This design comes from an exercise in tuning for small area on the open sky130 flow, not from production work.
At most, simulation tests tie the RTL to the original design; equivalence was not proved.
Function not checked in run 2: the RTL went through the layout flow alone.
Power and IR drop assume default switching activity.

File: design.v
module video_uut (
    input  wire         clk_i           , 
    input  wire         cen_i           , 
    input  wire         rst_i           , 
    input  wire         vid_sel_i       , 
    input  wire [23:0]  vid_rgb_i       , 
    input  wire [1:0]   vh_blank_i      , 
    input  wire [2:0]   dvh_sync_i      , 
    output wire [2:0]   dvh_sync_o      , 
    output wire [23:0]  vid_rgb_o         
);
localparam [3:0] C_BLACK  = 4'd0;    
localparam [3:0] C_WHITE  = 4'd1;    
localparam [3:0] C_MAZE   = 4'd2;    
localparam [3:0] C_BLUE   = 4'd3;    
localparam [3:0] C_ORANGE = 4'd4;    
localparam [3:0] C_RED    = 4'd5;    
localparam [3:0] C_GREEN  = 4'd6;    
localparam [3:0] C_GBLUE  = 4'd7;    
localparam [3:0] C_PINK   = 4'd8;    
localparam [3:0] C_PURPLE = 4'd9;    
localparam [3:0] C_YELLOW = 4'd10;   
reg         HD, VD;
reg  [10:0] HCNT;      
reg  [10:0] VCNT;
wire HR = ~HD &  vh_blank_i[0];
wire HF =  HD & ~vh_blank_i[0];
wire VR = ~VD &  vh_blank_i[1];
wire VF =  VD & ~vh_blank_i[1];
wire [10:0] px = HCNT;
wire [10:0] py = VCNT;
localparam NSF = 12;
function automatic [3:0] sf_win(input [11:0] u);
    reg [3:0] t;
    begin
        t = u[3:0] - 4'd7;
        sf_win[3]   = (u[11:4] == 8'd0) && (u[3:0] != 4'd15);
        sf_win[2:0] = t[3] ? -t[2:0] : t[2:0];
    end
endfunction
function automatic sf_pat(input [3:0] wx, input [3:0] wy);
    sf_pat = wx[3] && wy[3] && (wx[2:0] < 3'd2 || wy[2:0] < 3'd2 || wx[2:0] == wy[2:0]);
endfunction
wire [11:0] px7 = {1'b0, px} + 12'd7;
wire [11:0] py7 = {1'b0, py} + 12'd7;
wire [NSF-1:0] sf_on;
wire [11:0] sf_ux [0:NSF-1];
wire [11:0] sf_uy [0:NSF-1];
wire [10:0] sf_xv [0:NSF-1];
wire [10:0] sf_yv [0:NSF-1];
wire [10:0] sf_yg [0:NSF-1];    
genvar gi;
generate
    for (gi = 0; gi < NSF; gi = gi + 1) begin : g_sf
        localparam integer S  = (gi % 8) + 1;
        localparam [10:0]  X0 = (gi * 160) % 1920;
        localparam [10:0]  Y0 = (gi * 90) % 1080;
        if (gi >= 8) begin : g_derived
            wire [10:0] xb = sf_xv[gi-8];
            wire [10:0] yb = sf_yv[gi-8];
            wire c = (yb >= 11'd360);
            wire w = c ? (xb >= 11'd503) : (xb >= 11'd640);
            wire [11:0] uyb = sf_uy[gi-8];
            wire [11:0] uxb = sf_ux[gi-8];
            wire [11:0] uy_lo = uyb - 12'd720;
            wire [11:0] uy_hi = (gi == 11 && yb[1]) ? uyb + 12'd362 : uyb + 12'd360;
            wire [11:0] ux_00 = uxb - 12'd1280;
            wire [11:0] ux_01 = uxb + 12'd640;
            wire [11:0] ux_10 = uxb - 12'd1417;
            wire [11:0] ux_11 = uxb + 12'd503;
            wire [3:0] wy = c ? sf_win(uy_hi) : sf_win(uy_lo);
            wire [3:0] wx = c ? (w ? sf_win(ux_11) : sf_win(ux_10)) : (w ? sf_win(ux_01) : sf_win(ux_00));
            assign sf_on[gi] = sf_pat(wx, wy);
            assign sf_ux[gi] = 12'd0;
            assign sf_uy[gi] = 12'd0;
            assign sf_xv[gi] = 11'd0;
            assign sf_yv[gi] = 11'd0;
            assign sf_yg[gi] = 11'd0;
        end else if (gi == 1 || gi == 3 || gi == 5 || gi == 7) begin : g_double
            localparam integer B  = (gi - 1) / 2;
            localparam [11:0]  K  = (gi == 1 || gi == 5) ? 12'd90 : 12'd88;
            localparam [10:0]  PH = (gi == 3) ? 11'd2 : (gi == 7) ? 11'd6 : 11'd0;
            localparam [10:0]  WR = (gi == 3) ? 11'd1076 : 11'd1072;
            wire [10:0] xb = sf_xv[B];
            wire [10:0] yb = sf_yg[B];
            wire [11:0] ys = {yb, 1'b0} + K;
            wire [1:0]  e  = (ys >= 12'd2160) ? 2'd2 : (ys >= 12'd1080) ? 2'd1 : 2'd0;
            wire [10:0] yg = (e == 2'd2) ? ys - 12'd2160 : (e == 2'd1) ? ys - 12'd1080 : ys;
            wire [12:0] xs = {1'b0, xb, 1'b0} + 13'd160 + ((e == 2'd2) ? 13'd274 : (e == 2'd1) ? 13'd137 : 13'd0);
            wire [10:0] xd = (xs >= 13'd3840) ? xs - 13'd3840 : (xs >= 13'd1920) ? xs - 13'd1920 : xs;
            wire [10:0] yd;
            if (PH != 0) begin : g_phase
                reg p;
                always @(posedge clk_i) begin
                    if (rst_i)
                        p <= 1'b1;
                    else if (cen_i && VF && yd >= WR)
                        p <= 1'b0;
                end
                assign yd = p ? yg + PH : yg;
            end else begin : g_nophase
                assign yd = yg;
            end
            assign sf_xv[gi] = xd;
            assign sf_yv[gi] = yd;
            assign sf_yg[gi] = yg;
            assign sf_ux[gi] = px7 - {1'b0, xd};
            assign sf_uy[gi] = py7 - {1'b0, yd};
            assign sf_on[gi] = sf_pat(sf_win(sf_ux[gi]), sf_win(sf_uy[gi]));
        end else begin : g_stored
            reg [10:0] x, y;
            wire [10:0] yv = (S % 2 == 0 && Y0[0] == 1'b0) ? {y[10:1], 1'b0} : y;
            always @(posedge clk_i) begin
                if (rst_i) begin
                    x <= X0;
                    y <= Y0;
                end else if (cen_i && VF) begin
                    if (yv >= 11'd1080 - S) begin
                        y <= 11'd0;
                        x <= (x >= 11'd1783) ? x - 11'd1783 : x + 11'd137;
                    end else begin
                        y <= yv + S;
                    end
                end
            end
            assign sf_xv[gi] = x;
            assign sf_yv[gi] = yv;
            assign sf_yg[gi] = yv;
            assign sf_ux[gi] = px7 - {1'b0, x};
            assign sf_uy[gi] = py7 - {1'b0, yv};
            assign sf_on[gi] = sf_pat(sf_win(sf_ux[gi]), sf_win(sf_uy[gi]));
        end
    end
endgenerate
reg  [13:6] SXh, SYh;
localparam [13:0] SX0 = 14'd4096;    
localparam [13:0] SY0 = 14'd13348;   
function automatic [5:0] sq_lo(input [4:0] r);
    reg [9:0] q;
    begin
        q = r * r;
        sq_lo = q[5:0];
    end
endfunction
wire [4:0]  ry5 = py[4:0] - 5'd26;    
wire [13:0] SX = {SXh, sq_lo(px[4:0])};
wire [13:0] SY = {SYh, sq_lo(ry5)};
wire [13:0] SX_inc = SX + {2'b0, HCNT, 1'b0} - 14'd1919;
wire [13:0] SY_inc = SY + {2'b0, VCNT, 1'b0} - 14'd499;
wire [13:0] dist_sq = SX + SY;
wire signed [11:0] rel_x = {1'b0, px} - 12'd960;
wire signed [11:0] rel_y = {1'b0, py} - 12'd250;
wire [10:0] abs_y = rel_y[11] ? -rel_y : rel_y;
reg  [11:6] MRh;
localparam [11:0] MR0 = 12'd1856;
wire [11:0] mr_lo = {6'd0, px[5:0]} * 12'd45 + MR0;
wire [11:0] mouth_r = {MRh, mr_lo[5:0]};
wire [11:0] mouth_inc = mouth_r + 12'd45;
wire pac_on = (dist_sq < 14'd900) &&
              !((rel_x > 0) && ({abs_y[5:0], 6'd0} < mouth_r));
wire g_row = (py >= 11'd125) && (py <= 11'd175);
wire g0 = (px >= 11'd130)  && (px <= 11'd170);
wire g1 = (px >= 11'd530)  && (px <= 11'd570);
wire g2 = (px >= 11'd940)  && (px <= 11'd980);
wire g3 = (px >= 11'd1160) && (px <= 11'd1200);
wire g4 = (px >= 11'd1650-11'd20) && (px <= 11'd1670);
wire [10:0] gx = g0 ? 11'd150 : g1 ? 11'd550 : g2 ? 11'd960 : g3 ? 11'd1180 : 11'd1650;
wire [3:0]  gcol = g0 ? C_PINK : g1 ? C_RED : g2 ? C_GBLUE : g3 ? C_GREEN : C_PURPLE;
wire signed [6:0] gdx = px[6:0] - gx[6:0];
wire signed [6:0] gdy = py[6:0] - 7'd22;        
wire [1:0] gshape;   
function automatic [1:0] ghost_shape(input signed [6:0] rx, input signed [6:0] ry);
    reg [6:0] ax;
    reg [11:0] d;
    reg [6:0] t;
    begin
        ax = rx[6] ? -rx : rx;
        t  = ry + 7'sd5;
        t  = t[6] ? -t : t;
        d  = ax * ax + t * t;
        ghost_shape = 2'd0;
        if (ry < -7'sd5) begin
            if (d < 12'd400) ghost_shape = 2'd1;
        end else if (ry < 7'sd20) begin
            ghost_shape = 2'd1;
        end else begin
            if ((rx >= -7'sd20 && rx < -7'sd12 && ry < 7'sd22) ||
                (rx >= -7'sd12 && rx < -7'sd4  && ry < 7'sd24) ||
                (rx >= -7'sd4  && rx <  7'sd4  && ry < 7'sd25) ||
                (rx >=  7'sd4  && rx <  7'sd12 && ry < 7'sd24) ||
                (rx >=  7'sd12 && rx <  7'sd20 && ry < 7'sd22))
                ghost_shape = 2'd1;
        end
        if (((rx >= -7'sd12 && rx <= -7'sd6) || (rx >= 7'sd6 && rx <= 7'sd12)) &&
            (ry >= -7'sd10 && ry <= -7'sd4))
            ghost_shape = 2'd2;
        if (((rx >= -7'sd10 && rx <= -7'sd8) || (rx >= 7'sd8 && rx <= 7'sd10)) &&
            (ry >= -7'sd8 && ry <= -7'sd6))
            ghost_shape = 2'd3;
    end
endfunction
assign gshape = (g_row && (g0 | g1 | g2 | g3 | g4)) ? ghost_shape(gdx, gdy) : 2'd0;
function [3:0] draw_maze;
    input [10:0] px, py;   
    input signed [10:0] offset_y;   
    reg [10:0] center_x, center_y;
    reg [10:0] letter_start_x;
    reg [10:0] letter_width, letter_height;
    reg [10:0] thickness_outer, thickness_inner, thickness_gap;
    reg [10:0] border_thickness;
    reg [10:0] corner_size;
    begin
        center_x = 960;   
        center_y = 540;   
        draw_maze = 4'd0;   
        border_thickness = 15;   
        corner_size = 30;   
        if (py < border_thickness && px >= corner_size && px < 1920 - corner_size) begin
            draw_maze = 4'd2;
        end
        if (py >= 1080 - border_thickness && px >= corner_size && px < 1920 - corner_size) begin
            draw_maze = 4'd2;
        end
        if (px < border_thickness && py >= corner_size && py < 1080 - corner_size) begin
            draw_maze = 4'd2;
        end
        if (px >= 1920 - border_thickness && py >= corner_size && py < 1080 - corner_size) begin
            draw_maze = 4'd2;
        end
        if (py >= border_thickness + 10 && py < border_thickness + 15 && px >= corner_size + 10 && px < 1920 - corner_size - 10) begin
            draw_maze = 4'd2;
        end
        if (py >= 1080 - border_thickness - 15 && py < 1080 - border_thickness - 10 && px >= corner_size + 10 && px < 1920 - corner_size - 10) begin
            draw_maze = 4'd2;
        end
        if (px >= border_thickness + 10 && px < border_thickness + 15 && py >= corner_size + 10 && py < 1080 - corner_size - 10) begin
            draw_maze = 4'd2;
        end
        if (px >= 1920 - border_thickness - 15 && px < 1920 - border_thickness - 10 && py >= corner_size + 10 && py < 1080 - corner_size - 10) begin
            draw_maze = 4'd2;
        end
        if ((px < corner_size && py < border_thickness) || (px < border_thickness && py < corner_size)) begin
            draw_maze = 4'd2;
        end
        if ((px >= border_thickness + 10 && px < corner_size + 10 && py >= border_thickness + 10 && py < border_thickness + 15) ||
            (px >= border_thickness + 10 && px < border_thickness + 15 && py >= border_thickness + 10 && py < corner_size + 10)) begin
            draw_maze = 4'd2;
        end
        if ((px >= 1920 - corner_size && py < border_thickness) || (px >= 1920 - border_thickness && py < corner_size)) begin
            draw_maze = 4'd2;
        end
        if ((px >= 1920 - corner_size - 10 && px < 1920 - border_thickness - 10 && py >= border_thickness + 10 && py < border_thickness + 15) ||
            (px >= 1920 - border_thickness - 15 && px < 1920 - border_thickness - 10 && py >= border_thickness + 10 && py < corner_size + 10)) begin
            draw_maze = 4'd2;
        end
        if ((px < corner_size && py >= 1080 - border_thickness) || (px < border_thickness && py >= 1080 - corner_size)) begin
            draw_maze = 4'd2;
        end
        if ((px >= border_thickness + 10 && px < corner_size + 10 && py >= 1080 - border_thickness - 15 && py < 1080 - border_thickness - 10) ||
            (px >= border_thickness + 10 && px < border_thickness + 15 && py >= 1080 - corner_size - 10 && py < 1080 - border_thickness - 10)) begin
            draw_maze = 4'd2;
        end
        if ((px >= 1920 - corner_size && py >= 1080 - border_thickness) || (px >= 1920 - border_thickness && py >= 1080 - corner_size)) begin
            draw_maze = 4'd2;
        end
        if ((px >= 1920 - corner_size - 10 && px < 1920 - border_thickness - 10 && py >= 1080 - border_thickness - 15 && py < 1080 - border_thickness - 10) ||
            (px >= 1920 - border_thickness - 15 && px < 1920 - border_thickness - 10 && py >= 1080 - corner_size - 10 && py < 1080 - border_thickness - 10)) begin
            draw_maze = 4'd2;
        end
        letter_start_x = 200;   
        letter_width = 350;   
        letter_height = 450;   
        thickness_outer = 16;   
        thickness_inner = 16;    
        thickness_gap = 20;      
        if (px >= letter_start_x && px < letter_start_x + letter_width && py >= center_y - letter_height/2 && py < center_y + letter_height/2) begin
            if (((px >= letter_start_x && px < letter_start_x + thickness_outer) ||  
                 (px >= letter_start_x + thickness_outer + thickness_gap && px < letter_start_x + thickness_outer + thickness_gap + thickness_inner)) &&
                (py >= center_y - letter_height/2 && py < center_y + letter_height/2)) begin
                draw_maze = 4'd3;
            end
            if (((py >= center_y - letter_height/2 && py < center_y - letter_height/2 + thickness_outer) ||  
                 (py >= center_y - letter_height/2 + thickness_outer + thickness_gap && py < center_y - letter_height/2 + thickness_outer + thickness_gap + thickness_inner)) &&
                (px >= letter_start_x && px < letter_start_x + letter_width)) begin
                draw_maze = 4'd3;
            end
            if (((px >= letter_start_x + letter_width - thickness_outer && px < letter_start_x + letter_width) ||  
                 (px >= letter_start_x + letter_width - thickness_outer - thickness_gap - thickness_inner && px < letter_start_x + letter_width - thickness_outer - thickness_gap)) &&
                (py >= center_y - letter_height/2 + thickness_outer && py < center_y)) begin
                draw_maze = 4'd3;
            end
            if (((py >= center_y && py < center_y + thickness_outer) ||  
                 (py >= center_y + thickness_outer + thickness_gap && py < center_y + thickness_outer + thickness_gap + thickness_inner)) &&
                (px >= letter_start_x && px < letter_start_x + letter_width)) begin
                draw_maze = 4'd3;
            end
            if (((px >= letter_start_x + letter_width - thickness_outer && px < letter_start_x + letter_width) ||  
                 (px >= letter_start_x + letter_width - thickness_outer - thickness_gap - thickness_inner && px < letter_start_x + letter_width - thickness_outer - thickness_gap)) &&
                (py >= center_y + thickness_outer && py < center_y + letter_height/2)) begin
                draw_maze = 4'd3;
            end
        end
        if (px >= letter_start_x + 430 && px < letter_start_x + 430 + letter_width && py >= center_y - letter_height/2 && py < center_y + letter_height/2) begin
            if (((px >= letter_start_x + 430 && px < letter_start_x + 430 + thickness_outer) ||  
                 (px >= letter_start_x + 430 + thickness_outer + thickness_gap && px < letter_start_x + 430 + thickness_outer + thickness_gap + thickness_inner)) &&
                (py >= center_y - letter_height/2 && py < center_y + letter_height/2)) begin
                draw_maze = 4'd4;
            end
            if (((px >= letter_start_x + 430 + letter_width - thickness_outer && px < letter_start_x + 430 + letter_width) ||  
                 (px >= letter_start_x + 430 + letter_width - thickness_outer - thickness_gap - thickness_inner && px < letter_start_x + 430 + letter_width - thickness_outer - thickness_gap)) &&
                (py >= center_y - letter_height/2 && py < center_y + letter_height/2)) begin
                draw_maze = 4'd4;
            end
            if (((py >= center_y - letter_height/2 && py < center_y - letter_height/2 + thickness_outer) ||  
                 (py >= center_y - letter_height/2 + thickness_outer + thickness_gap && py < center_y - letter_height/2 + thickness_outer + thickness_gap + thickness_inner)) &&
                (px >= letter_start_x + 430 + thickness_outer && px < letter_start_x + 430 + letter_width - thickness_outer)) begin
                draw_maze = 4'd4;
            end
            if (((py >= center_y + letter_height/2 - thickness_outer && py < center_y + letter_height/2) ||  
                 (py >= center_y + letter_height/2 - thickness_outer - thickness_gap - thickness_inner && py < center_y + letter_height/2 - thickness_outer - thickness_gap)) &&
                (px >= letter_start_x + 430 + thickness_outer && px < letter_start_x + 430 + letter_width - thickness_outer)) begin
                draw_maze = 4'd4;
            end
        end
        if (px >= letter_start_x + 860 && px < letter_start_x + 860 + letter_width && py >= center_y - letter_height/2 && py < center_y + letter_height/2) begin
            if (((px >= letter_start_x + 860 && px < letter_start_x + 860 + thickness_outer) ||  
                 (px >= letter_start_x + 860 + thickness_outer + thickness_gap && px < letter_start_x + 860 + thickness_outer + thickness_gap + thickness_inner)) &&
                (py >= center_y - letter_height/2 + thickness_outer && py < center_y)) begin
                draw_maze = 4'd5;
            end
            if (((py >= center_y - letter_height/2 && py < center_y - letter_height/2 + thickness_outer) ||  
                 (py >= center_y - letter_height/2 + thickness_outer + thickness_gap && py < center_y - letter_height/2 + thickness_outer + thickness_gap + thickness_inner)) &&
                (px >= letter_start_x + 860 + thickness_outer && px < letter_start_x + 860 + letter_width - thickness_outer)) begin
                draw_maze = 4'd5;
            end
            if (((px >= letter_start_x + 860 + letter_width - thickness_outer && px < letter_start_x + 860 + letter_width) ||  
                 (px >= letter_start_x + 860 + letter_width - thickness_outer - thickness_gap - thickness_inner && px < letter_start_x + 860 + letter_width - thickness_outer - thickness_gap)) &&
                (py >= center_y - letter_height/2 + thickness_outer && py < center_y - letter_height/2 + 60)) begin
                draw_maze = 4'd5;
            end
            if (((py >= center_y && py < center_y + thickness_outer) ||  
                 (py >= center_y + thickness_outer + thickness_gap && py < center_y + thickness_outer + thickness_gap + thickness_inner)) &&
                (px >= letter_start_x + 860 && px < letter_start_x + 860 + letter_width)) begin
                draw_maze = 4'd5;
            end
            if (((px >= letter_start_x + 860 + letter_width - thickness_outer && px < letter_start_x + 860 + letter_width) ||  
                 (px >= letter_start_x + 860 + letter_width - thickness_outer - thickness_gap - thickness_inner && px < letter_start_x + 860 + letter_width - thickness_outer - thickness_gap)) &&
                (py >= center_y + thickness_outer && py < center_y + letter_height/2)) begin
                draw_maze = 4'd5;
            end
            if (((py >= center_y + letter_height/2 - thickness_outer && py < center_y + letter_height/2) ||  
                 (py >= center_y + letter_height/2 - thickness_outer - thickness_gap - thickness_inner && py < center_y + letter_height/2 - thickness_outer - thickness_gap)) &&
                (px >= letter_start_x + 860 && px < letter_start_x + 860 + letter_width - thickness_outer)) begin
                draw_maze = 4'd5;
            end
        end
        if (px >= letter_start_x + 1290 && px < letter_start_x + 1290 + letter_width && py >= center_y - letter_height/2 && py < center_y + letter_height/2) begin
            if (((px >= letter_start_x + 1290 && px < letter_start_x + 1290 + thickness_outer) ||  
                 (px >= letter_start_x + 1290 + thickness_outer + thickness_gap && px < letter_start_x + 1290 + thickness_outer + thickness_gap + thickness_inner)) &&
                (py >= center_y - letter_height/2 + thickness_outer && py < center_y)) begin
                draw_maze = 4'd6;
            end
            if (((py >= center_y - letter_height/2 && py < center_y - letter_height/2 + thickness_outer) ||  
                 (py >= center_y - letter_height/2 + thickness_outer + thickness_gap && py < center_y - letter_height/2 + thickness_outer + thickness_gap + thickness_inner)) &&
                (px >= letter_start_x + 1290 + thickness_outer && px < letter_start_x + 1290 + letter_width - thickness_outer)) begin
                draw_maze = 4'd6;
            end
            if (((px >= letter_start_x + 1290 + letter_width - thickness_outer && px < letter_start_x + 1290 + letter_width) ||  
                 (px >= letter_start_x + 1290 + letter_width - thickness_outer - thickness_gap - thickness_inner && px < letter_start_x + 1290 + letter_width - thickness_outer - thickness_gap)) &&
                (py >= center_y - letter_height/2 + thickness_outer && py < center_y - letter_height/2 + 60)) begin
                draw_maze = 4'd6;
            end
            if (((py >= center_y && py < center_y + thickness_outer) ||  
                 (py >= center_y + thickness_outer + thickness_gap && py < center_y + thickness_outer + thickness_gap + thickness_inner)) &&
                (px >= letter_start_x + 1290 && px < letter_start_x + 1290 + letter_width)) begin
                draw_maze = 4'd6;
            end
            if (((px >= letter_start_x + 1290 + letter_width - thickness_outer && px < letter_start_x + 1290 + letter_width) ||  
                 (px >= letter_start_x + 1290 + letter_width - thickness_outer - thickness_gap - thickness_inner && px < letter_start_x + 1290 + letter_width - thickness_outer - thickness_gap)) &&
                (py >= center_y + thickness_outer && py < center_y + letter_height/2)) begin
                draw_maze = 4'd6;
            end
            if (((py >= center_y + letter_height/2 - thickness_outer && py < center_y + letter_height/2) ||  
                 (py >= center_y + letter_height/2 - thickness_outer - thickness_gap - thickness_inner && py < center_y + letter_height/2 - thickness_outer - thickness_gap)) &&
                (px >= letter_start_x + 1290 && px < letter_start_x + 1290 + letter_width - thickness_outer)) begin
                draw_maze = 4'd6;
            end
        end
    end
endfunction
wire [3:0] maze_c = draw_maze(px, py, 11'd0);
wire dot_on = (maze_c == 4'd0) &&
              px >= 80 && px < 1840 && py >= 80 && py < 1000 &&
              (px % 50 >= 22 && px % 50 < 28) && (py % 50 >= 22 && py % 50 < 28);
reg [3:0] pix_c;
always @* begin
    pix_c = C_BLACK;
    if (dot_on)               pix_c = C_WHITE;
    if (maze_c != 4'd0)       pix_c = maze_c;
    if (gshape == 2'd1)       pix_c = gcol;
    if (gshape == 2'd2)       pix_c = C_WHITE;
    if (pac_on)               pix_c = C_YELLOW;
    if (|sf_on)               pix_c = C_WHITE;
end
reg [3:0] col_q;
reg [2:0] dvh_sync_d1;
always @(posedge clk_i) begin
    if (rst_i) begin
        HD <= 1'b0;
        VD <= 1'b0;
        HCNT <= 11'd0;
        VCNT <= 11'd0;
        SXh <= SX0[13:6];
        SYh <= SY0[13:6];
        MRh <= MR0[11:6];
        col_q <= C_BLACK;
        dvh_sync_d1 <= 3'b000;
    end else if (cen_i) begin
        HD <= vh_blank_i[0];
        VD <= vh_blank_i[1];
        if (HF || (!vh_blank_i[0] && HCNT == 11'd2047)) begin
            HCNT <= 11'd0;
            SXh <= SX0[13:6];
            MRh <= MR0[11:6];
        end else if (!vh_blank_i[0]) begin
            HCNT <= HCNT + 11'd1;
            SXh <= SX_inc[13:6];
            MRh <= mouth_inc[11:6];
        end
        if (VF || (HR && VCNT == 11'd2047)) begin
            VCNT <= 11'd0;
            SYh <= SY0[13:6];
        end else if (HR) begin
            VCNT <= VCNT + 11'd1;
            SYh <= SY_inc[13:6];
        end
        col_q <= pix_c;
        dvh_sync_d1 <= dvh_sync_i;
    end
end
reg [23:0] rgb;
always @* begin
    case (col_q)
        C_WHITE:  rgb = 24'hFF_FF_FF;
        C_MAZE:   rgb = 24'h00_40_80;
        C_BLUE:   rgb = 24'h00_00_FF;
        C_ORANGE: rgb = 24'hFF_A5_00;
        C_RED:    rgb = 24'hFF_00_00;
        C_GREEN:  rgb = 24'h00_FF_00;
        C_GBLUE:  rgb = 24'h00_80_FF;
        C_PINK:   rgb = 24'hFF_B0_FF;
        C_PURPLE: rgb = 24'h80_00_FF;
        C_YELLOW: rgb = 24'hFF_FF_00;
        default:  rgb = 24'h00_00_00;
    endcase
end
assign dvh_sync_o = dvh_sync_d1;
assign vid_rgb_o  = rgb;
endmodule
File: flow/run.sh
#!/bin/bash
# The standard layout (standard.sh) with a different clock tree (clkbuf_8 only,
# clusters of up to 20 sinks within 60 um, no dummy loads) and a different
# combinational mapping in
# synthesis:
#  - adders are left to ABC as plain logic (no full/half-adder cell
#    extraction, no Kogge-Stone carry network);
#  - ABC runs flow/deep.abc (deepsyn restructuring, then area-recovering
#    mapping) instead of ORFS's abc script.
# flow/synth.tcl is synth_recipe.tcl with an abc wrapper that swaps the script;
# registers, their names and cell types are those of the standard synthesis.
set -euo pipefail
export MY_ABC_SCRIPT="$PWD/flow/deep.abc"
# appended to the platform's own DONT_USE_CELLS by its "+="
export DONT_USE_CELLS="sky130_fd_sc_hd__buf_4 sky130_fd_sc_hd__buf_6 sky130_fd_sc_hd__buf_8 sky130_fd_sc_hd__buf_12 sky130_fd_sc_hd__buf_16"
bash standard.sh SYNTH_SCRIPT="$PWD/flow/synth.tcl" ADDER_MAP_FILE= SYNTH_OPERATIONS_ARGS=-nofsm MIN_BUF_CELL_AND_PORTS="sky130_fd_sc_hd__buf_2 A X" BUFFER_PORTS_ARGS="-buffer_cell sky130_fd_sc_hd__buf_1" CTS_ARGS="-sink_clustering_enable -repair_clock_nets -dont_use_dummy_load -sink_clustering_size 20 -sink_clustering_max_diameter 60 -buf_list {sky130_fd_sc_hd__clkbuf_8}" finish > make_finish.log 2>&1
File: flow/deep.abc
strash
&get -n
&fraig -x
&deepsyn -T 100
&deepsyn -T 100
&put
strash
&get -n
&dch -f
&nf -R 1000
&put
File: flow/synth.tcl
# synth_recipe.tcl with an abc wrapper: the ABC script is replaced by $MY_ABC_SCRIPT
proc synth {args} { yosys synth -nofsm -noshare {*}$args }
proc abc {args} {
  set out {}
  set skip 0
  foreach a $args {
    if {$skip} { set skip 0; continue }
    if {$a eq "-script"} { set skip 1; continue }
    lappend out $a
  }
  if {[info exists ::env(MY_ABC_SCRIPT)] && $::env(MY_ABC_SCRIPT) ne ""} {
    set out [linsert $out 0 -script $::env(MY_ABC_SCRIPT)]
  }
  yosys abc {*}$out
}
source $::env(SCRIPTS_DIR)/synth.tcl
# left out here: clear keep_hierarchy, flatten, clean up, hide names made inside functions, write 1_2_yosys.v
File: standard.sh
#!/bin/bash
# synth_recipe.tcl (not shown) runs the flow's synth.tcl, then flattens the netlist and writes it again
# the make line also repeats each setting of config.mk as NAME=value (left out here)
make -C /OpenROAD-flow-scripts/flow DESIGN_CONFIG=/design/flow/config.mk WORK_HOME=/design/flow/orfs CLKGATE_MAP_FILE= SYNTH_SCRIPT=/design/flow/synth_recipe.tcl "${@:-finish}"
File: config.mk
export PLATFORM = sky130hd
export DESIGN_NAME = video_uut
export DESIGN_NICKNAME = video_uut
export VERILOG_FILES = /design/flow/design.v
export SDC_FILE = /design/flow/constraint.sdc
export NUM_CORES = 4
export LEC_CHECK = 0
export CAP_MARGIN = 20
export CORE_MARGIN = 2
export CORE_UTILIZATION = 60
export SLEW_MARGIN = 20
File: constraint.sdc
create_clock -name core_clock -period 13.0 [get_ports {clk_i}]
set_input_delay 2.6000 -clock core_clock [delete_from_list [all_inputs] [get_ports {clk_i}]]
set_output_delay 2.6000 -clock core_clock [all_outputs]
set_load 0.01 [all_outputs]
==> reports/qor.tcl, run 1 <==
set qor(status) {complete, no violations}
set qor(syn_area_mm2) 0.01815
set qor(type_of_destination_of_the_critical_path) {flip-flop}
set qor(wirelength_um) 67380
set qor(power_density_mw_per_mm2) 53.32
set qor(drv.max_cap_violation_count) 0
set qor(synth-xor-area-share_pct) 20.99
set qor(fin_worst_hold_slack_ns) 0.4918
set qor(synth_area_per_cell_um2) 6.742
set qor(timing.final.crit_period_ns) 12.08
set qor(power_frac_seq_pct) 47.4
set qor(cts.clk_slew.worst_paths_ns) 0.09
set qor(post_synth_and_or_nand_nor_area_fraction_pct) 30.78
set qor(p_switching_uw) 356.1
set qor(initial_utilization_pct) 61.07
set qor(most_common_cell_in_the_netlist) {sky130_fd_sc_hd__nor2_1}
set qor(clock_power_share_pct) 28.2
set qor(clock.fmax_mhz) 82.78
set qor(yosys.area.top_type_share_pct) 16.88
set qor(final_core_util_pct) 65.98
set qor(cp_max_fo) 12
set qor(synth_sequential_area_ratio_pct) 16.88
set qor(synth_compound_area_share_pct) 26.07
set qor(std_cell_core_area_mm2) 0.02972
set qor(hold_path.class) {flip-flop to flip-flop}
set qor(area_growth_pct) 8.039
set qor(placed_area_mm2) 0.01927
set qor(crit_family) {simple AND/OR/NAND/NOR gates}
set qor(synthesis.instances) 2692
set qor(cts.sink_count) 153
set qor(rrSetupSlack_ns) 0.92
set qor(post_route_cells_drive_above_1_share_pct) 3.964
set qor(finalHoldViolations) 0
set qor(timing.critical_path.buf_inv) 5
set qor(largest_family_of_logic_cells_by_synthesized_area) {simple AND/OR/NAND/NOR gates}
set qor(internal-power_uw) 689.4
set qor(most_used_dff_post_synth) {sky130_fd_sc_hd__dfxtp_1}
set qor(drt_pre_antenna_iters) 8
set qor(synth_fa_ha_area_share_pct) 1.710
set qor(worstPathArrival_ns) 12.51
set qor(tritoncts) {done}
set qor(synth_async_sr_flop_share_pct) 0
set qor(critical-path-slowest-cell) {sky130_fd_sc_hd__xnor2_1}
set qor(layout.nets) 2835
set qor(power_leakage_nw) 6.778
set qor(cts-hold-fix-buffers) 0
set qor(total_power_mw) 1.045
set qor(antenna_violating_nets_post_route) 0
set qor(chipHeight_um) 177.9
set qor(worstSkewPairLatency_ns) 0.51
set qor(detail_route.drc_violations) 0
set qor(grt_usage_pct) 42.14
set qor(synth-seq-cells) 153
set qor(globalRouteOverflowTotal) 0
set qor(synth_edf_count) 0
set qor(worst_pin_slew_ns) 1.048
set qor(crit_path_start_kind) {flip-flop}
set qor(detailedPlacementHpwl_um) 50150
set qor(vias_per_cell) 6.634
set qor(fp.dieArea_mm2) 0.03166
set qor(grt_first_pass_wirelength_um) 104000
set qor(die_w_um) 177.9
set qor(fin_worst_skew_ns) 0.03251
set qor(num_vias) 21180
set qor(switching_share_pct) 34.06
set qor(cts_root_buffer) {sky130_fd_sc_hd__clkbuf_8}
set qor(synth_cell_type_count) 64
set qor(path_common_cell) {sky130_fd_sc_hd__nor2_1}
set qor(combPwrFrac_pct) 24.3
set qor(synthMuxAreaShare_pct) 1.861
set qor(critPathRequiredTime_ns) 13.43
set qor(cts_buffers) 17
set qor(cts.htree.levels) 4
set qor(via_count_of_the_first_global_routing_pass) 19090
set qor(max-clock-path-buffers) 2
set qor(buffer_ports.inserted) 34
set qor(antenna_violations_before_repair) 2
set qor(layout.cell_area.non_filler_mm2) 0.01961
set qor(finalCritPeriodShare_pct) 92.93
set qor(maxSlewViolCount) 0
set qor(yosys.area.top_type) {sky130_fd_sc_hd__dfxtp_1}
set qor(syn-num-nets) 2725
set qor(detail_route.iter0.violations) 2700
set qor(globalplace.congestion) 1.020
set qor(wl_per_cell_um) 21.11
set qor(peak_ir_drop_on_the_vdd_network_v) 0.00008471
set qor(synth-warning-count) 1
set qor(path_class) {flip-flop to flip-flop}
set qor(grt_start_max_net_pins) 47
set qor(synth_commonest_cells) {sky130_fd_sc_hd__nor2_1, sky130_fd_sc_hd__nand2_1, sky130_fd_sc_hd__xnor2_1, sky130_fd_sc_hd__a21oi_1, sky130_fd_sc_hd__o21ai_0}
set qor(ios) 60
set qor(maxSlewHeadroom_pct) 30.01
set qor(max_stage_delay_ns) 0.54
set qor(setup_viol) 0
set qor(synth.area.top_cells) {sky130_fd_sc_hd__dfxtp_1, sky130_fd_sc_hd__xnor2_1, sky130_fd_sc_hd__nor2_1}
set qor(placement_rows) 63
-- registers in the layout, summed over array words and instances, names as in the netlist --
signal,count
dvh_sync_d1,3
VD,1
HD,1
g_sf.genblk1.g_stored.x,44
SXh,8
g_sf.genblk1.g_double.g_phase.p,2
SYh,8
g_sf.genblk1.g_stored.y,44
HCNT,11
VCNT,11
col_q,4
MRh,6
vid_rgb_o,10
-- final timing paths --
kind                                              startpoint                     to  cells after the start
setup / recovery  g_sf[0].genblk1.g_stored.y[1]$_SDFFE_PP0P_  vid_rgb_o[10]$_DFF_P_                     59
hold / removal                               VD$_SDFFE_PP0P_        VD$_SDFFE_PP0P_                      2
hold reg to reg                              VD$_SDFFE_PP0P_        VD$_SDFFE_PP0P_                      2
setup reg to reg  g_sf[0].genblk1.g_stored.y[1]$_SDFFE_PP0P_  vid_rgb_o[10]$_DFF_P_                     59
-- worst min-delay path: stages, from the launching register on --
cell and delay [ns]:
sky130_fd_sc_hd__dfxtp_1 0.33, sky130_fd_sc_hd__mux2i_1 0.06, sky130_fd_sc_hd__nor2_1 0.07
-- what timing repair did --
action	4_1_cts	5_1_grt
buffers inserted	0	1
gates resized for setup	0	22
setup endpoints to repair	0	14
-- layout make-up --
class	instances	area [µm²]
Antenna cell	2	5.005
Timing Repair Buffer	105	661.9
Sequential cell	153	3064
Tap cell	390	488.0
Fill cell	2716	10110
Multi-Input combinational cell	2461	14910
Clock buffer	17	234.0
Inverter	64	240.2
-- power by group through the flow --
stage / Sequential (mW) / Clock (mW) / Combinational [mW]
after floorplan: 0.510 / 0 / 0.175
final: 0.496 / 0.295 / 0.254
after detailed placement: 0.507 / 0 / 0.244
after global placement: 0.506 / 0 / 0.237
after CTS: 0.496 / 0.297 / 0.245
after global routing: 0.498 / 0.310 / 0.278
-- per-layer routing --
| layer | routed length, µm | vias up | global-route usage, % | part of all wire (%) |
|---|---|---|---|---|
| li1 | - | 9927 | - | - |
| met1 | 26720 | 9770 | 53.59 | 40 |
| met2 | 28710 | 1198 | 64.78 | 43 |
| met3 | 7408 | 279 | 8.633 | 11 |
| met4 | 4530 | 2 | 26.88 | 6.7 |
| met5 | 13 | - | 0 | 0.019 |
-- layout by cell type, fill, tap and decap left out, drive strengths merged, types with 27 or more instances in the layout --
| master | Yosys | layout |
|---|---|---|
| o21ai | 207 | 207 |
| nor2 | 380 | 380 |
| nor4 | 31 | 31 |
| nor2b | 46 | 46 |
| dfxtp | 153 | 153 |
| and3 | 43 | 43 |
| nand2b | 58 | 58 |
| or2 | 30 | 30 |
| a21oi | 238 | 238 |
| and2 | 41 | 41 |
| o211ai | 29 | 29 |
| a31oi | 41 | 41 |
| nand2 | 307 | 307 |
| nand3 | 81 | 81 |
| o22ai | 30 | 30 |
| buf | 14 | 104 |
| xnor2 | 299 | 299 |
| mux2i | 27 | 27 |
| maj3 | 31 | 31 |
| xor2 | 136 | 136 |
| clkinv | 64 | 64 |
| nor3 | 98 | 98 |
-- through the flow --
stage / cells / worst slack (ns) / setup TNS, ns
floorplan: 2692 / 0.05509 / 0
global placement: 3172 / 0.8097 / 0
detailed placement: 3172 / 0.4053 / 0
CTS: 3189 / 0.3362 / 0
global route: 3190 / -0.03743 / -0.03743
finish: 3192 / 0.9195 / 0
-- logic make-up after synthesis --
family          count (synthesis)
compound gates                770
xor+xnor                      435
fa+ha+maj                      31
buf+inv                        78
flops                         153
mux                            33
simple gates                 1192
==> run 2: changes to the inputs <==
--- a/design.v
+++ b/design.v
@@ -85,7 +85,19 @@
             wire [10:0] yb = sf_yg[B];
-            wire [11:0] ys = {yb, 1'b0} + K;
-            wire [1:0]  e  = (ys >= 12'd2160) ? 2'd2 : (ys >= 12'd1080) ? 2'd1 : 2'd0;
-            wire [10:0] yg = (e == 2'd2) ? ys - 12'd2160 : (e == 2'd1) ? ys - 12'd1080 : ys;
-            wire [12:0] xs = {1'b0, xb, 1'b0} + 13'd160 + ((e == 2'd2) ? 13'd274 : (e == 2'd1) ? 13'd137 : 13'd0);
-            wire [10:0] xd = (xs >= 13'd3840) ? xs - 13'd3840 : (xs >= 13'd1920) ? xs - 13'd1920 : xs;
+            localparam integer KI = (gi == 1 || gi == 5) ? 90 : 88;
+            localparam [10:0] TY1 = (1080 - KI + 1) / 2;      
+            localparam [10:0] TY2 = (2160 - KI + 1) / 2;      
+            wire [1:0]  e  = (yb >= TY2) ? 2'd2 : (yb >= TY1) ? 2'd1 : 2'd0;
+            wire [11:0] yk = (e == 2'd2) ? K - 12'd2160 : (e == 2'd1) ? K - 12'd1080 : K;
+            wire [11:0] ys = {yb, 1'b0} + yk;
+            wire [10:0] yg = ys[10:0];
+            localparam [10:0] TX10 = (1760 + 1) / 2,        TX20 = (3680 + 1) / 2;
+            localparam [10:0] TX11 = (1760 - 137 + 1) / 2,  TX21 = (3680 - 137 + 1) / 2;
+            localparam [10:0] TX12 = (1760 - 274 + 1) / 2,  TX22 = (3680 - 274 + 1) / 2;
+            wire [10:0] tx1 = (e == 2'd2) ? TX12 : (e == 2'd1) ? TX11 : TX10;
+            wire [10:0] tx2 = (e == 2'd2) ? TX22 : (e == 2'd1) ? TX21 : TX20;
+            wire [1:0]  m  = (xb >= tx2) ? 2'd2 : (xb >= tx1) ? 2'd1 : 2'd0;
+            wire [12:0] xk = 13'd160 + ((e == 2'd2) ? 13'd274 : (e == 2'd1) ? 13'd137 : 13'd0)
+                                     - ((m == 2'd2) ? 13'd3840 : (m == 2'd1) ? 13'd1920 : 13'd0);
+            wire [12:0] xs = {1'b0, xb, 1'b0} + xk;
+            wire [10:0] xd = xs[10:0];
             wire [10:0] yd;
==> flow/run.sh (replaced) <==
#!/bin/bash
# The standard layout (standard.sh) with a different clock tree (clkbuf_8 only,
# clusters of up to 20 sinks within 60 um, no dummy loads) and a different
# combinational mapping in
# synthesis:
#  - adders are left to ABC as plain logic (no full/half-adder cell
#    extraction, no Kogge-Stone carry network);
#  - ABC runs flow/deep.abc (deepsyn restructuring, then area-recovering
#    mapping) instead of ORFS's abc script.
# flow/synth.tcl is synth_recipe.tcl with an abc wrapper that swaps the script;
# registers, their names and cell types are those of the standard synthesis.
set -euo pipefail
export MY_ABC_SCRIPT="$PWD/flow/deep.abc"
bash standard.sh SYNTH_SCRIPT="$PWD/flow/synth.tcl" ADDER_MAP_FILE= SYNTH_OPERATIONS_ARGS=-nofsm BUFFER_PORTS_ARGS="-buffer_cell sky130_fd_sc_hd__buf_1" CTS_ARGS="-sink_clustering_enable -repair_clock_nets -dont_use_dummy_load -sink_clustering_size 20 -sink_clustering_max_diameter 60 -buf_list {sky130_fd_sc_hd__clkbuf_8}" finish > make_finish.log 2>&1
--- a/config.mk
+++ b/config.mk
@@ -9,3 +9,3 @@
 export CORE_MARGIN = 2
-export CORE_UTILIZATION = 60
+export CORE_UTILIZATION = 40
 export SLEW_MARGIN = 20
==> reports/qor.tcl, run 2 <==
set qor(final_core_util_pct) 44.26 ;# -22 points
set qor(fin_worst_skew_ns) 0.04209 ;# +0.009584 ns
set qor(most_used_dff_post_synth) {sky130_fd_sc_hd__dfxtp_1}
set qor(synth_edf_count) 0 ;# unchanged
set qor(power_density_mw_per_mm2) 55.53 ;# +4.1%
set qor(vias_per_cell) 6.111 ;# -7.9%
set qor(syn_area_mm2) 0.01835 ;# +1.1%
set qor(cts_buffers) 17 ;# unchanged
set qor(max_stage_delay_ns) 0.48 ;# -0.06 ns
set qor(cts.clk_slew.worst_paths_ns) 0.10 ;# about the same
set qor(finalCritPeriodShare_pct) 91.16 ;# -1.8 points
set qor(worstPathArrival_ns) 12.30 ;# -0.21 ns
set qor(drt_pre_antenna_iters) 6 ;# -2
set qor(globalplace.congestion) 0.9807 ;# -3.9%
set qor(diodes) 0 ;# -2
set qor(wirelength_um) 74860 ;# +11%
set qor(finalHoldViolations) 0 ;# unchanged
set qor(tritoncts) {done}
set qor(dpl.cell_count) 3460 ;# +9.1%
set qor(yosys.area.top_type) {sky130_fd_sc_hd__dfxtp_1}
set qor(detail_route.iter0.violations) 2195 ;# -19%
set qor(max-clock-path-buffers) 2 ;# unchanged
set qor(detailedPlace.worstSlack_ns) 0.5063 ;# +0.1011 ns
set qor(crit_family) {compound AO/OA/AOI/OAI gates}
set qor(post_route_insts_no_fill) 3478 ;# +9.0%
set qor(critical-path-slowest-cell) {sky130_fd_sc_hd__dfxtp_1}
set qor(die_w_um) 218.2 ;# +23%
set qor(cts.htree.levels) 4 ;# unchanged
set qor(wl_per_cell_um) 21.52 ;# +2.0%
set qor(path_common_cell) {sky130_fd_sc_hd__nor2_1}
set qor(detailedPlacementHpwl_um) 56510 ;# +13%
set qor(multi_input_comb_area_mm2) 0.01498 ;# +0.44%
set qor(peak_ir_drop_on_the_vdd_network_v) 0.00006184 ;# -27%
set qor(chipHeight_um) 218.2 ;# +23%
set qor(worst_pin_slew_ns) 1.172 ;# +0.1243 ns
set qor(synth_async_sr_flop_share_pct) 0 ;# unchanged
set qor(syn-num-nets) 2796 ;# +2.6%
set qor(rrSetupSlack_ns) 1.15 ;# +0.23 ns
set qor(cts_root_buffer) {sky130_fd_sc_hd__clkbuf_8}
set qor(layout.cell_area.non_filler_mm2) 0.02004 ;# +2.2%
set qor(register_area_mm2) 0.003064 ;# unchanged
set qor(holdCritStartpoint) {VD$_SDFFE_PP0P_}
set qor(layout.cells.most_common_list) {sky130_fd_sc_hd__nor2_1, sky130_fd_sc_hd__nand2_1, sky130_fd_sc_hd__xnor2_1}
set qor(synth-seq-cells) 153 ;# unchanged
set qor(cp_max_fo) 17 ;# +5
set qor(synth-warning-count) 1 ;# unchanged
set qor(type_of_destination_of_the_critical_path) {flip-flop}
set qor(path_class) {flip-flop to flip-flop}
set qor(globalRouteOverflowTotal) 0 ;# unchanged
set qor(critPathRequiredTime_ns) 13.45 ;# +0.02 ns
set qor(post-route-worst-setup-slack_ns) 1.149 ;# +0.2295 ns
set qor(final_common_cell) {sky130_fd_sc_hd__nor2_1}
set qor(grt_usage_pct) 31.06 ;# -11 points
set qor(yosys.area.top_type_share_pct) 16.69 ;# -0.19 points
set qor(maxSlewViolCount) 0 ;# unchanged
set qor(via_count_of_the_first_global_routing_pass) 19520 ;# +2.2%
set qor(grt_start_max_net_pins) 34 ;# -28%
set qor(synth_compound_area_share_pct) 27.21 ;# +1.1 points
set qor(reg.largest.list) {g_sf.genblk1.g_stored.x x44, g_sf.genblk1.g_stored.y x44}
set qor(fill_count) 4865 ;# +79%
set qor(crit_path_start_kind) {flip-flop}
set qor(critical_path.startpoint) {g_sf[0].genblk1.g_stored.y[1]$_SDFFE_PP0P_}
set qor(setup_viol) 0 ;# unchanged
set qor(hold_path.class) {flip-flop to flip-flop}
set qor(timing.final.crit_period_ns) 11.85 ;# -0.2295 ns
set qor(worstSkewPairLatency_ns) 0.57 ;# +0.06 ns
set qor(post_route_cells_drive_above_1_share_pct) 3.892 ;# -0.073 points
set qor(synth_sequential_area_ratio_pct) 16.69 ;# -0.19 points
set qor(synthesis.instances) 2763 ;# +2.6%
set qor(synth-xor-area-share_pct) 20.57 ;# -0.42 points
set qor(clock.fmax_mhz) 84.38 ;# +1.9%
set qor(cts.sink_count) 153 ;# unchanged
set qor(maxSlewHeadroom_pct) 21.87 ;# -8.1 points
set qor(timing.critical_path.buf_inv) 4 ;# -1
set qor(grt_first_pass_wirelength_um) 113400 ;# +9.1%
set qor(buffer_ports.inserted) 34 ;# unchanged
set qor(cts-hold-fix-buffers) 0 ;# unchanged
set qor(status) {complete, no violations}
set qor(ios) 60 ;# unchanged
set qor(fp.dieArea_mm2) 0.04760 ;# +50%
set qor(drv.max_cap_violation_count) 0 ;# unchanged
set qor(total_power_mw) 1.113 ;# +6.4%
set qor(synth_area_per_cell_um2) 6.641 ;# -1.5%
set qor(synth_fa_ha_area_share_pct) 1.909 ;# +0.20 points
set qor(most_common_cell_in_the_netlist) {sky130_fd_sc_hd__nor2_1}
set qor(antenna_violating_nets_post_route) 0 ;# unchanged
set qor(placed_area_mm2) 0.01974 ;# +2.5%
set qor(synth.area.top_cells) {sky130_fd_sc_hd__dfxtp_1, sky130_fd_sc_hd__xnor2_1, sky130_fd_sc_hd__nor2_1}
set qor(num_vias) 21260 ;# +0.37%
set qor(layout.nets) 2913 ;# +2.8%
set qor(power_leakage_nw) 6.803 ;# +0.37%
set qor(antenna_violations_before_repair) 0 ;# -2
set qor(regToRegStartpoint) {g_sf[0].genblk1.g_stored.y[1]$_SDFFE_PP0P_}
set qor(area_growth_pct) 9.226
set qor(initial_utilization_pct) 40.52 ;# -21 points
set qor(synthMuxAreaShare_pct) 1.316 ;# -0.55 points
set qor(placement_rows) 78 ;# +24%
set qor(synth_cell_type_count) 65 ;# +1.6%
set qor(std_cell_core_area_mm2) 0.04528 ;# +52%
set qor(largest_family_of_logic_cells_by_synthesized_area) {simple AND/OR/NAND/NOR gates}
set qor(detail_route.drc_violations) 0 ;# unchanged
set qor(synth_commonest_cells) {sky130_fd_sc_hd__nor2_1, sky130_fd_sc_hd__nand2_1, sky130_fd_sc_hd__xnor2_1, sky130_fd_sc_hd__a21oi_1, sky130_fd_sc_hd__o21ai_0}
set qor(post_synth_and_or_nand_nor_area_fraction_pct) 30.10 ;# -0.68 points
run 2: cell count changes after synthesis, sizes merged, moves of 10 or more:
cell and change:
a21oi +34, clkinv +16, nand2 +30, o21ai +38, nor4 -10, nor2 +10, xor2 -11
run 2: final timing paths:
| check | to | cells past startpoint |
|---|---|---|
| worst max-delay path | vid_rgb_o[11]$_DFF_P_ | 63 |
| worst min-delay path | VD$_SDFFE_PP0P_ | 1 |
| worst max register to register | vid_rgb_o[11]$_DFF_P_ | 63 |
| worst min register to register | VD$_SDFFE_PP0P_ | 1 |
run 2: cell families (layout without fill, tap and decap cells):
logic type / count (synthesis) / in the layout
compound gates: 828 / 828
buf+inv: 94 / 209
fa+ha+maj: 35 / 35
mux: 24 / 24
flops: 153 / 153
simple gates: 1198 / 1198
xor+xnor: 431 / 431
run 2: layout make-up:
| cell class | count | share of cell area (%) |
|---|---|---|
| tap | 600 | 3.746 |
| sequential | 153 | 15.29 |
| multi-input combinational | 2516 | 74.74 |
| timing repair buffer | 112 | 3.565 |
| inverter | 80 | 1.498 |
| clock buffer | 17 | 1.167 |
run 2: layer usage:
layer / vias up / share of wire [%] / track usage, %
met2: 898 / 44 / 48.89
met3: 190 / 7.5 / 4.468
met4: 0 / 5.5 / 17.53
met1: 9987 / 43 / 40.58
met5: - / 0 / 0
li1: 10180 / - / -
run 2: stage by stage:
stage | hold WS, ns | setup TNS (ns)
after CTS | 0.4838 | 0
final | 0.4850 | 0
after detailed placement | 0.4586 | 0
after global routing | 0.5057 | -0.09260
after floorplan | 0.4346 | 0
after global placement | 0.4500 | 0
run 2: what timing repair did:
item                       4_1_cts  5_1_grt
setup buffers                    0        1
setup endpoints to repair        0       14
resized for setup                0       13
run 2: power breakdown:
part	internal [mW]	switching [mW]	total, mW
combinational	0.113	0.208	0.321
sequential	0.481	0.0120	0.493
clock	0.115	0.184	0.299
total	0.709	0.404	1.11
==> run 3: changes to the inputs <==
--- a/design.v
+++ b/design.v
@@ -85,19 +85,7 @@
             wire [10:0] yb = sf_yg[B];
-            localparam integer KI = (gi == 1 || gi == 5) ? 90 : 88;
-            localparam [10:0] TY1 = (1080 - KI + 1) / 2;      
-            localparam [10:0] TY2 = (2160 - KI + 1) / 2;      
-            wire [1:0]  e  = (yb >= TY2) ? 2'd2 : (yb >= TY1) ? 2'd1 : 2'd0;
-            wire [11:0] yk = (e == 2'd2) ? K - 12'd2160 : (e == 2'd1) ? K - 12'd1080 : K;
-            wire [11:0] ys = {yb, 1'b0} + yk;
-            wire [10:0] yg = ys[10:0];
-            localparam [10:0] TX10 = (1760 + 1) / 2,        TX20 = (3680 + 1) / 2;
-            localparam [10:0] TX11 = (1760 - 137 + 1) / 2,  TX21 = (3680 - 137 + 1) / 2;
-            localparam [10:0] TX12 = (1760 - 274 + 1) / 2,  TX22 = (3680 - 274 + 1) / 2;
-            wire [10:0] tx1 = (e == 2'd2) ? TX12 : (e == 2'd1) ? TX11 : TX10;
-            wire [10:0] tx2 = (e == 2'd2) ? TX22 : (e == 2'd1) ? TX21 : TX20;
-            wire [1:0]  m  = (xb >= tx2) ? 2'd2 : (xb >= tx1) ? 2'd1 : 2'd0;
-            wire [12:0] xk = 13'd160 + ((e == 2'd2) ? 13'd274 : (e == 2'd1) ? 13'd137 : 13'd0)
-                                     - ((m == 2'd2) ? 13'd3840 : (m == 2'd1) ? 13'd1920 : 13'd0);
-            wire [12:0] xs = {1'b0, xb, 1'b0} + xk;
-            wire [10:0] xd = xs[10:0];
+            wire [11:0] ys = {yb, 1'b0} + K;
+            wire [1:0]  e  = (ys >= 12'd2160) ? 2'd2 : (ys >= 12'd1080) ? 2'd1 : 2'd0;
+            wire [10:0] yg = (e == 2'd2) ? ys - 12'd2160 : (e == 2'd1) ? ys - 12'd1080 : ys;
+            wire [12:0] xs = {1'b0, xb, 1'b0} + 13'd160 + ((e == 2'd2) ? 13'd274 : (e == 2'd1) ? 13'd137 : 13'd0);
+            wire [10:0] xd = (xs >= 13'd3840) ? xs - 13'd3840 : (xs >= 13'd1920) ? xs - 13'd1920 : xs;
             wire [10:0] yd;
@@ -452,18 +440,22 @@
 end
-reg [23:0] rgb;
-always @* begin
-    case (col_q)
-        C_WHITE:  rgb = 24'hFF_FF_FF;
-        C_MAZE:   rgb = 24'h00_40_80;
-        C_BLUE:   rgb = 24'h00_00_FF;
-        C_ORANGE: rgb = 24'hFF_A5_00;
-        C_RED:    rgb = 24'hFF_00_00;
-        C_GREEN:  rgb = 24'h00_FF_00;
-        C_GBLUE:  rgb = 24'h00_80_FF;
-        C_PINK:   rgb = 24'hFF_B0_FF;
-        C_PURPLE: rgb = 24'h80_00_FF;
-        C_YELLOW: rgb = 24'hFF_FF_00;
-        default:  rgb = 24'h00_00_00;
-    endcase
-end
+wire k_white  = (col_q == C_WHITE);
+wire k_maze   = (col_q == C_MAZE);
+wire k_blue   = (col_q == C_BLUE);
+wire k_orange = (col_q == C_ORANGE);
+wire k_red    = (col_q == C_RED);
+wire k_green  = (col_q == C_GREEN);
+wire k_gblue  = (col_q == C_GBLUE);
+wire k_pink   = (col_q == C_PINK);
+wire k_purple = (col_q == C_PURPLE);
+wire k_yellow = (col_q == C_YELLOW);
+wire r_hi  = k_white | k_orange | k_red | k_pink | k_purple | k_yellow;   
+wire r_lo  = k_white | k_orange | k_red | k_pink | k_yellow;              
+wire [7:0] g = ({8{k_white | k_green | k_yellow}} & 8'hFF) |
+               ({8{k_maze}}   & 8'h40) |
+               ({8{k_orange}} & 8'hA5) |
+               ({8{k_gblue}}  & 8'h80) |
+               ({8{k_pink}}   & 8'hB0);
+wire b_hi  = k_white | k_maze | k_blue | k_gblue | k_pink | k_purple;     
+wire b_lo  = k_white | k_blue | k_gblue | k_pink | k_purple;              
+wire [23:0] rgb = {r_hi, {7{r_lo}}, g, b_hi, {7{b_lo}}};
 assign dvh_sync_o = dvh_sync_d1;
--- a/flow/run.sh
+++ b/flow/run.sh
@@ -1,3 +1,4 @@
 #!/bin/bash
-# The standard layout (standard.sh) with a different clock tree (clkbuf_8 only,
+# The standard layout (standard.sh) with buf_1 port buffers, a different clock
+# tree (clkbuf_8 only,
 # clusters of up to 20 sinks within 60 um, no dummy loads) and a different
==> reports/qor.tcl, run 3 <==
set qor(status) {complete, no violations}
set qor(synth_commonest_cells) {sky130_fd_sc_hd__nor2_1, sky130_fd_sc_hd__nand2_1, sky130_fd_sc_hd__xnor2_1, sky130_fd_sc_hd__a21oi_1, sky130_fd_sc_hd__o21ai_0}
set qor(maxSlewViolCount) 0 ;# unchanged
set qor(detail_route.iter0.violations) 1929 ;# -12%
set qor(globalRouteOverflowTotal) 0 ;# unchanged
set qor(drt_pre_antenna_iters) 7 ;# +1
set qor(antenna_violating_nets_post_route) 0 ;# unchanged
set qor(critical_path.endpoint) {col_q[2]$_SDFFE_PP0P_}
set qor(wirelength_um) 71660 ;# -4.3%
set qor(grt_usage_pct) 30.07 ;# -0.99 points
set qor(detail_route.drc_violations) 0 ;# unchanged
set qor(hold_path.class) {flip-flop to flip-flop}
set qor(initial_utilization_pct) 40.74 ;# +0.22 points
set qor(via_count_of_the_first_global_routing_pass) 19320 ;# -1.0%
set qor(layout.nets) 2852 ;# -2.1%
set qor(area_growth_pct) 8.796
set qor(type_of_destination_of_the_critical_path) {flip-flop}
set qor(cts.clk_slew.worst_paths_ns) 0.07 ;# -0.03 ns
set qor(max_stage_delay_ns) 0.59 ;# +0.11 ns
set qor(buffer_ports.inserted) 34 ;# unchanged
set qor(critical-path-slowest-cell) {sky130_fd_sc_hd__xnor2_1}
set qor(synth_area_per_cell_um2) 6.672 ;# +0.46%
set qor(yosys.area.top_type) {sky130_fd_sc_hd__dfxtp_1}
set qor(layout.cells.most_common_list) {sky130_fd_sc_hd__nor2_1, sky130_fd_sc_hd__nand2_1, sky130_fd_sc_hd__xnor2_1}
set qor(setup_viol) 0 ;# unchanged
set qor(syn_area_mm2) 0.01809 ;# -1.4%
set qor(rrSetupSlack_ns) 1.11 ;# -0.04 ns
set qor(synth_async_sr_flop_share_pct) 0 ;# unchanged
set qor(layout.cell_area.non_filler_mm2) 0.01969 ;# -1.8%
set qor(final_core_util_pct) 44.32 ;# +0.061 points
set qor(yosys.area.top_type_share_pct) 15.82 ;# -0.87 points
set qor(fin_worst_skew_ns) 0.03464 ;# -0.007454 ns
set qor(tritoncts) {done}
set qor(cts.htree.levels) 4 ;# unchanged
set qor(synth-warning-count) 1 ;# unchanged
set qor(path_common_cell) {sky130_fd_sc_hd__nor2_1}
set qor(regToRegStartpoint) {g_sf[0].genblk1.g_stored.y[0]$_SDFFE_PP0P_}
set qor(synthesis.instances) 2712 ;# -1.8%
set qor(cts-hold-fix-buffers) 0 ;# unchanged
set qor(finalCritPeriodShare_pct) 91.44 ;# +0.28 points
set qor(grt_setup_unrepaired) {false}
set qor(path_class) {flip-flop to flip-flop}
set qor(reg.largest.list) {g_sf.genblk1.g_stored.x x44, g_sf.genblk1.g_stored.y x44}
set qor(chipHeight_um) 216.7 ;# -0.69%
set qor(grt_start_max_net_pins) 41 ;# +21%
set qor(crit_family) {compound AO/OA/AOI/OAI gates}
set qor(fp.dieArea_mm2) 0.04695 ;# -1.4%
set qor(synth-seq-cells) 143 ;# -6.5%
set qor(cts_root_buffer) {sky130_fd_sc_hd__clkbuf_8}
set qor(setup-tns-final_ns) 0 ;# unchanged
set qor(crit_path_start_kind) {flip-flop}
set qor(most_used_dff_post_synth) {sky130_fd_sc_hd__dfxtp_1}
set qor(synth.area.top_cells) {sky130_fd_sc_hd__dfxtp_1, sky130_fd_sc_hd__xnor2_1, sky130_fd_sc_hd__nor2_1}
set qor(grt_first_pass_wirelength_um) 110000 ;# -2.9%
set qor(placement_rows) 77 ;# -1.3%
set qor(power_leakage_nw) 6.739 ;# -0.94%
set qor(std_cell_core_area_mm2) 0.04441 ;# -1.9%
set qor(stages_on_the_worst_setup_path) 54 ;# -14%
set qor(die_w_um) 216.7 ;# -0.69%
set qor(antenna_violations_before_repair) 0 ;# unchanged
set qor(placed_area_mm2) 0.01942 ;# -1.6%
set qor(timing.final.crit_period_ns) 11.89 ;# +0.03649 ns
set qor(power_density_mw_per_mm2) 78.85 ;# +42%
set qor(most_common_cell_in_the_netlist) {sky130_fd_sc_hd__nor2_1}
set qor(cp_max_fo) 13 ;# -4
set qor(cts.sink_count) 143 ;# -6.5%
set qor(critical_path.startpoint) {g_sf[0].genblk1.g_stored.y[0]$_SDFFE_PP0P_}
set qor(ff_to_ff_end) {col_q[2]$_SDFFE_PP0P_}
set qor(globalplace.congestion) 1.023 ;# +4.3%
set qor(finalHoldViolations) 0 ;# unchanged
set qor(max-clock-path-buffers) 2 ;# unchanged
set qor(critPathRequiredTime_ns) 13.43 ;# -0.02 ns
set qor(cts_buffers) 17 ;# unchanged
set qor(wl_per_cell_um) 21.02 ;# -2.4%
set qor(maxSlewHeadroom_pct) 28.62 ;# +6.8 points
set qor(worstPathArrival_ns) 12.32 ;# +0.02 ns
set qor(rr_worst_depth) 54 ;# -14%
set qor(syn-num-nets) 2745 ;# -1.8%
set qor(ios) 60 ;# unchanged
set qor(final_common_cell) {sky130_fd_sc_hd__nor2_1}
set qor(detailedPlacementHpwl_um) 53570 ;# -5.2%
set qor(post_route_cells_drive_above_1_share_pct) 3.656 ;# -0.24 points
set qor(clock.fmax_mhz) 84.12 ;# -0.31%
set qor(holdCritStartpoint) {dvh_sync_d1[0]$_SDFFE_PP0P_}
set qor(peak_ir_drop_on_the_vdd_network_v) 0.00007572 ;# +22%
set qor(vias_per_cell) 6.160 ;# +0.79%
set qor(num_vias) 21000 ;# -1.2%
set qor(worst_pin_slew_ns) 1.061 ;# -0.1111 ns
set qor(worstSkewPairLatency_ns) 0.55 ;# -0.02 ns
set qor(synth_edf_count) 0 ;# unchanged
set qor(drv.max_cap_violation_count) 0 ;# unchanged
set qor(synth_cell_type_count) 70 ;# +7.7%
set qor(timing.critical_path.buf_inv) 4 ;# unchanged
set qor(synth_sequential_area_ratio_pct) 15.82 ;# -0.87 points
run 3: cell count changes after synthesis, sizes merged, moves of 10 or more:
cell    change
nor3       -13
xor2       -13
nand3      +21
clkinv     -16
nor2       -26
nand2      -12
o21ai      -17
dfxtp      -10
run 3: per-layer routing:
layer | global-route usage, % | up-vias | routed length [µm] | share of wire (%)
li1 | - | 10070 | - | -
met1 | 39.39 | 9856 | 30630 | 43
met2 | 47.14 | 880 | 31320 | 44
met3 | 5.333 | 194 | 5903 | 8.2
met4 | 15.59 | 0 | 3804 | 5.3
met5 | 0 | - | 0 | 0
run 3: timing repair:
| action | CTS | global route |
|---|---|---|
| hold endpoints to repair | 0 | 0 |
| buffers inserted | 0 | 1 |
| setup endpoints to repair | 0 | 4 |
| gates resized for setup | 0 | 4 |
run 3: power breakdown:
| part | internal (mW) | switching, mW |
|---|---|---|
| sequential | 0.448 | 0.0120 |
| combinational | 0.290 | 0.511 |
| clock | 0.115 | 0.176 |
run 3: worst reg2reg max path: cells and delay by family, from the launching register on:
kind,cells,cell delay [ns]
AOI/OAI and AO/OA,23,5.22
and+or+nand+nor,21,3.80
xor gates and xnor gates,4,1.24
buffers and inverters,4,0.68
muxes,2,0.58
DFF,1,0.30
run 3: per-stage QoR:
| step | worst slack [ns] | hold slack (ns) | instances | power (mW) |
|---|---|---|---|---|
| floorplan | 0.8464 | 0.4492 | 2712 | 1.073 |
| global placement | 0.9940 | 0.4606 | 3391 | 1.235 |
| detailed placement | 0.6652 | 0.4648 | 3391 | 1.250 |
| CTS | 0.6259 | 0.4827 | 3408 | 1.553 |
| global route | 0.08866 | 0.4987 | 3409 | 1.653 |
| finish | 1.113 | 0.4812 | 3410 | 1.552 |
run 3: worst min path at each step:
stage	cells after the start	end
floorplan	1	VD$_SDFFE_PP0P_
detailed placement	1	dvh_sync_d1[2]$_SDFFE_PP0P_
global placement	1	dvh_sync_d1[0]$_SDFFE_PP0P_
finish	1	dvh_sync_d1[0]$_SDFFE_PP0P_
CTS	1	dvh_sync_d1[0]$_SDFFE_PP0P_
global route	1	dvh_sync_d1[0]$_SDFFE_PP0P_
run 3: cell type report:
type | instances | area (µm²)
Inverter | 64 | 240.2
Tap cell | 592 | 740.7
Multi-Input combinational cell | 2487 | 14940
Sequential cell | 143 | 2863
Timing Repair Buffer | 106 | 669.4
Fill cell | 4699 | 24730
Antenna cell | 1 | 2.502
Clock buffer | 17 | 234.0
run 3: cell families (layout without fill, tap and decap cells):
group | after synthesis | count (layout) | share of synthesized area (%)
fa+ha+maj | 30 | 30 | 1.660
compound gates | 840 | 840 | 28.68
simple gates | 1174 | 1174 | 30.07
mux | 31 | 31 | 1.756
buf+inv | 82 | 187 | 2.075
flops | 143 | 143 | 15.82
xor+xnor | 412 | 412 | 19.94
other cells | 0 | 1 | 0

-- what the ideal ports hide --
In the flow no input, the clock included, has a driving cell. The finished layouts below were timed again as built, in two steps.
Step 1 (the two cells are an assumption about what drives the block):
set clk [get_ports {clk_i}]
set_driving_cell -lib_cell sky130_fd_sc_hd__clkbuf_16 $clk
set_driving_cell -lib_cell sky130_fd_sc_hd__buf_2 [delete_from_list [all_inputs] $clk]
Step 2 adds t to the input delays and takes it off the output delays; t is the mean of the earliest and latest rising clock arrival at the registers after step 1. Input paths then give back, and output paths get back, about the clock's delay inside the block.
a / b / c = no drivers / after step 1 / after step 2; a / b = the first two.
run	t (ns)	setup WS [ns]	hold slack, ns	worst setup path at the end	slew at the worst register clock pin (ns)
run 1	0.544	0.920 / 0.920 / 0.920	0.492 / 0.492 / 0.492	register to register	0.09 / 0.09
run 2	0.607	1.149 / 1.149 / 1.149	0.485 / 0.485 / 0.485	register to register	0.11 / 0.11
run 3	0.591	1.113 / 1.113 / 1.113	0.481 / 0.481 / 0.481	register to register	0.09 / 0.09
After both steps setup and hold are still met in every run listed.
